This design comes from an exercise in tuning for small area and a short achievable clock period on the open sky130 flow, not from production work.

==> run a <==
## mac
module mac(
    input [15:0] x1,
    input [15:0] x2,
    input clk,
    input rst,
    input en,
    output [39:0] y
    );
clock: 12.0 ns
lec_check: 0
abc_area: 1
cap_margin: 20
core_margin: 2
core_utilization: 60
cts_buf_list: sky130_fd_sc_hd__clkbuf_4 sky130_fd_sc_hd__clkbuf_8
setup_slack_margin: 5
slew_margin: 20
synth_hierarchical: 1
standard.sh (not shown) runs the stock make flow with config.mk's settings and CLKGATE_MAP_FILE= SYNTH_SCRIPT=/design/flow/synth_recipe.tcl, a recipe that flattens the netlist after the stock synthesis.
==> flow/flow/run.sh <==
#!/bin/bash
# The standard layout (standard.sh: ORFS synthesis to final layout) with a
# few extra ORFS settings; the clock, constraints and synthesis script are
# unchanged. Settings come from flow/params.sh:
#   MARGIN      setup slack that repair_timing aims for (ns)
#   PORTBUF     cell used to buffer every input and output port
#   EXTRA       further ORFS make variables
set -u
. flow/params.sh
bash standard.sh SETUP_SLACK_MARGIN=$MARGIN "BUFFER_PORTS_ARGS=-buffer_cell $PORTBUF" $EXTRA finish > standard.log 2>&1
==> flow/flow/params.sh <==
MARGIN=6.4
PORTBUF=sky130_fd_sc_hd__buf_1
EXTRA="ABC_LOAD_IN_FF=2"
==> run b (differences from run a) <==
==> flow/flow/params.sh (replaced) <==
MARGIN=6.5
PORTBUF=sky130_fd_sc_hd__buf_1
EXTRA="ABC_LOAD_IN_FF=2"
CAP_MARGIN = 5   (was 20)
SLEW_MARGIN = 5   (was 20)
==> qor summary <==
metric                                                              run a       run b
Via total after detailed routing                                     6895        6867
WL met1                                                          10.32 mm    10.12 mm
Total of cells resized after clock tree synthesis                      11          20
Routing usage on met3                                             0.05151     0.04523
Critical path arrival                                             5.70 ns     5.63 ns
Proportion of cell area occupied by multi-input gates              0.6952      0.7051
Final cell count without fillers                                     1167        1159
Area growth from synthesis to final layout                         7.094%      7.629%
Placed wire-length estimate after detailed placement             17.78 mm    17.76 mm
Final weighted congestion in routability-driven placement          0.9347      0.9117
Run status                               no timing/DRC/antenna violations  no timing/DRC/antenna violations
Worst hold slack                                                0.6331 ns   0.6498 ns
Slowest Stage Delay on Critical Path                              0.54 ns     0.53 ns
Timing-limited maximum frequency                                183.2 MHz   186.3 MHz
Clock-pin transition on the worst setup and hold timing paths     0.07 ns     0.08 ns
Function was not checked in any run of this note: the RTL went through the layout flow alone.

---

==> inputs of job 9213 <==
Another version of the RTL of mac (not shown whole).
Settings: LEC_CHECK=0, ABC_AREA=1, CAP_MARGIN=20, CORE_MARGIN=2, CORE_UTILIZATION=60, CTS_BUF_LIST=sky130_fd_sc_hd__clkbuf_4 sky130_fd_sc_hd__clkbuf_8, SETUP_SLACK_MARGIN=5, SLEW_MARGIN=20, SYNTH_HIERARCHICAL=1; clock period 12.0 ns.
==> flow/flow/params.sh <==
MARGIN=7.0
PORTBUF=sky130_fd_sc_hd__buf_1
EXTRA="ABC_LOAD_IN_FF=2"
Scripts as last shown in full above: flow/flow/run.sh
==> job 4774: changes against job 9213 <==
--- a/flow/design.v
+++ b/flow/design.v
@@ -51,15 +51,15 @@
     input [15:0] x2,
     input clk,
     input rst,
     input en,
     output [39:0] y
     );
 reg [39:0] S;
-reg [31:0] C;
+reg [39:0] C;
 wire s1;
 wire c2;
 wire s3;
 wire c4;
 wire s5;
 wire c6;
 wire s7;
@@ -685,31 +685,26 @@
 assign c298 = y[36];
 assign s299 = ~y[37];
 assign c300 = y[37];
 assign s301 = ~y[38];
 assign c302 = y[38];
 assign s303 = ~y[39];
 assign c304 = y[39];
-wire [7:0] hs = {c302, c300, c298, c296, c294, c292, c290, c288} + {s303, s301, s299, s297, s295, s293, s291, s289};
-wire [39:0] Sn = {hs[7], hs[6], hs[5], hs[4], hs[3], hs[2], hs[1], hs[0], c286, c284, c282, c280, c278, c276, c274, c272, c270, c268, c266, c264, c262, c260, c258, c256, c254, c252, c250, c248, c246, c244, c242, c240, c238, c236, c234, c232, c230, c228, c226, pp0_0};
-wire [31:0] Cn = {s287, s285, s283, s281, s279, s277, s275, s273, s271, s269, s267, s265, s263, s261, s259, s257, s255, s253, s251, s249, s247, s245, s243, s241, s239, s237, s235, s233, s231, s229, s227, s225};
+wire [39:0] Sn = {c302, c300, c298, c296, c294, c292, c290, c288, c286, c284, c282, c280, c278, c276, c274, c272, c270, c268, c266, c264, c262, c260, c258, c256, c254, c252, c250, c248, c246, c244, c242, c240, c238, c236, c234, c232, c230, c228, c226, pp0_0};
+wire [39:0] Cn = {s303, s301, s299, s297, s295, s293, s291, s289, s287, s285, s283, s281, s279, s277, s275, s273, s271, s269, s267, s265, s263, s261, s259, s257, s255, s253, s251, s249, s247, s245, s243, s241, s239, s237, s235, s233, s231, s229, s227, s225};
 always @(posedge clk or posedge rst)
   if (rst) begin
     S <= 40'd0;
-    C <= 32'd0;
+    C <= 40'd0;
   end else begin
     S <= Sn;
     C <= Cn;
   end
-wire [39:0] ya = S[39:0], yb = {8'd0, C};
-wire [39:0] p0, g0;
-genvar gi;
-generate for (gi = 0; gi < 40; gi = gi + 1) begin : pg
-  ha_cell h (.a(ya[gi]), .b(yb[gi]), .s(p0[gi]), .co(g0[gi]));
-end endgenerate
+wire [39:0] ya = S[39:0], yb = C[39:0];
+wire [39:0] p0 = ya ^ yb, g0 = ya & yb;
 wire bg0_1 = g0[1] | (p0[1] & g0[0]);
 wire bp0_1 = p0[1] & p0[0];
 wire bg0_3 = g0[3] | (p0[3] & g0[2]);
 wire bp0_3 = p0[3] & p0[2];
 wire bg0_5 = g0[5] | (p0[5] & g0[4]);
 wire bp0_5 = p0[5] & p0[4];
 wire bg0_7 = g0[7] | (p0[7] & g0[6]);
==> flow/flow/run.sh (replaced) <==
#!/bin/bash
MARGIN=${MARGIN:-6.5}
bash standard.sh SETUP_SLACK_MARGIN=$MARGIN "BUFFER_PORTS_ARGS=-buffer_cell sky130_fd_sc_hd__buf_2" finish > standard.log 2>&1
==> flow/config.mk (replaced) <==
export PLATFORM = sky130hd
export DESIGN_NAME = mac
export DESIGN_NICKNAME = mac
export VERILOG_FILES = /design/flow/design.v
export SDC_FILE = /design/flow/constraint.sdc
export NUM_CORES = 4
export LEC_CHECK = 0
export ABC_AREA = 1
export CAP_MARGIN = 20
export CORE_MARGIN = 2
export CORE_UTILIZATION = 40
export SETUP_SLACK_MARGIN = 5
export SLEW_MARGIN = 20
export SYNTH_HIERARCHICAL = 1
removed: flow/flow/params.sh
==> comparison table <==
Seq Cell Count: job 4774 80; job 9213 72
Via count of the routed design: job 4774 6,584; job 9213 8,061
Number of nets in the layout: job 4774 1,190; job 9213 1,391
Met1 Use GR: job 4774 28.0%; job 9213 43.2%
Number of different library cells in the post-synthesis netlist: job 4774 32; job 9213 34
RR Endpoint: job 4774 C[16]$_DFF_PP0_; job 9213 S[39]$_DFF_PP0_
Max Fclk: job 4774 185 MHz; job 9213 189 MHz
Run status: job 4774 no timing/DRC/antenna violations; job 9213 no timing/DRC/antenna violations
Startpoint of the most critical setup path: job 4774 en; job 9213 S[1]$_DFF_PP0_
Register area share after synthesis: job 4774 21.3%; job 9213 19.3%
No functional check of the RTL was part of any run of this note.

-- static timing again, ports no longer ideal --
The results above use ideal ports. As a check the final layouts listed here were re-extracted and re-timed, cells and wires unchanged.
Step 1 sets driving cells, clkbuf_16 on the clock port and buf_2 on the other inputs (assumed; they add their load-dependent delay and slew).
Step 2 moves the port delays by t, midway between the first and last clock arrival at a register: inputs arrive t later, outputs are due t later. That takes back most of the time a late clock gives input paths.
Slacks: no drivers / after step 1 / after step 2; pairs: no drivers / after step 1.
| run | t, ns | setup slack, ns | hold WS [ns] | slew at the worst register clock pin (ns) | worst slew at a driven data input, ns |
|---|---|---|---|---|---|
| run a | 0.417 | 6.543 / 6.555 / 6.138 | 0.633 / 0.633 / 0.633 | 0.10 / 0.10 | 0.04 |
| run b | 0.419 | 6.632 / 6.603 / 6.226 | 0.650 / 0.650 / 0.650 | 0.08 / 0.08 | 0.04 |
| job 9213 | 0.420 | 6.722 / 6.680 / 6.260 | 0.636 / 0.636 / 0.636 | 0.09 / 0.09 | 0.18 |
| job 4774 | 0.388 | 6.602 / 6.620 / 6.236 | 0.610 / 0.610 / 0.610 | 0.07 / 0.07 | 0.03 |
After both steps every run listed still meets setup and hold. The setup slack of job 9213, which loses most, moves by -0.042 ns with the drivers and by -0.462 ns with both steps.
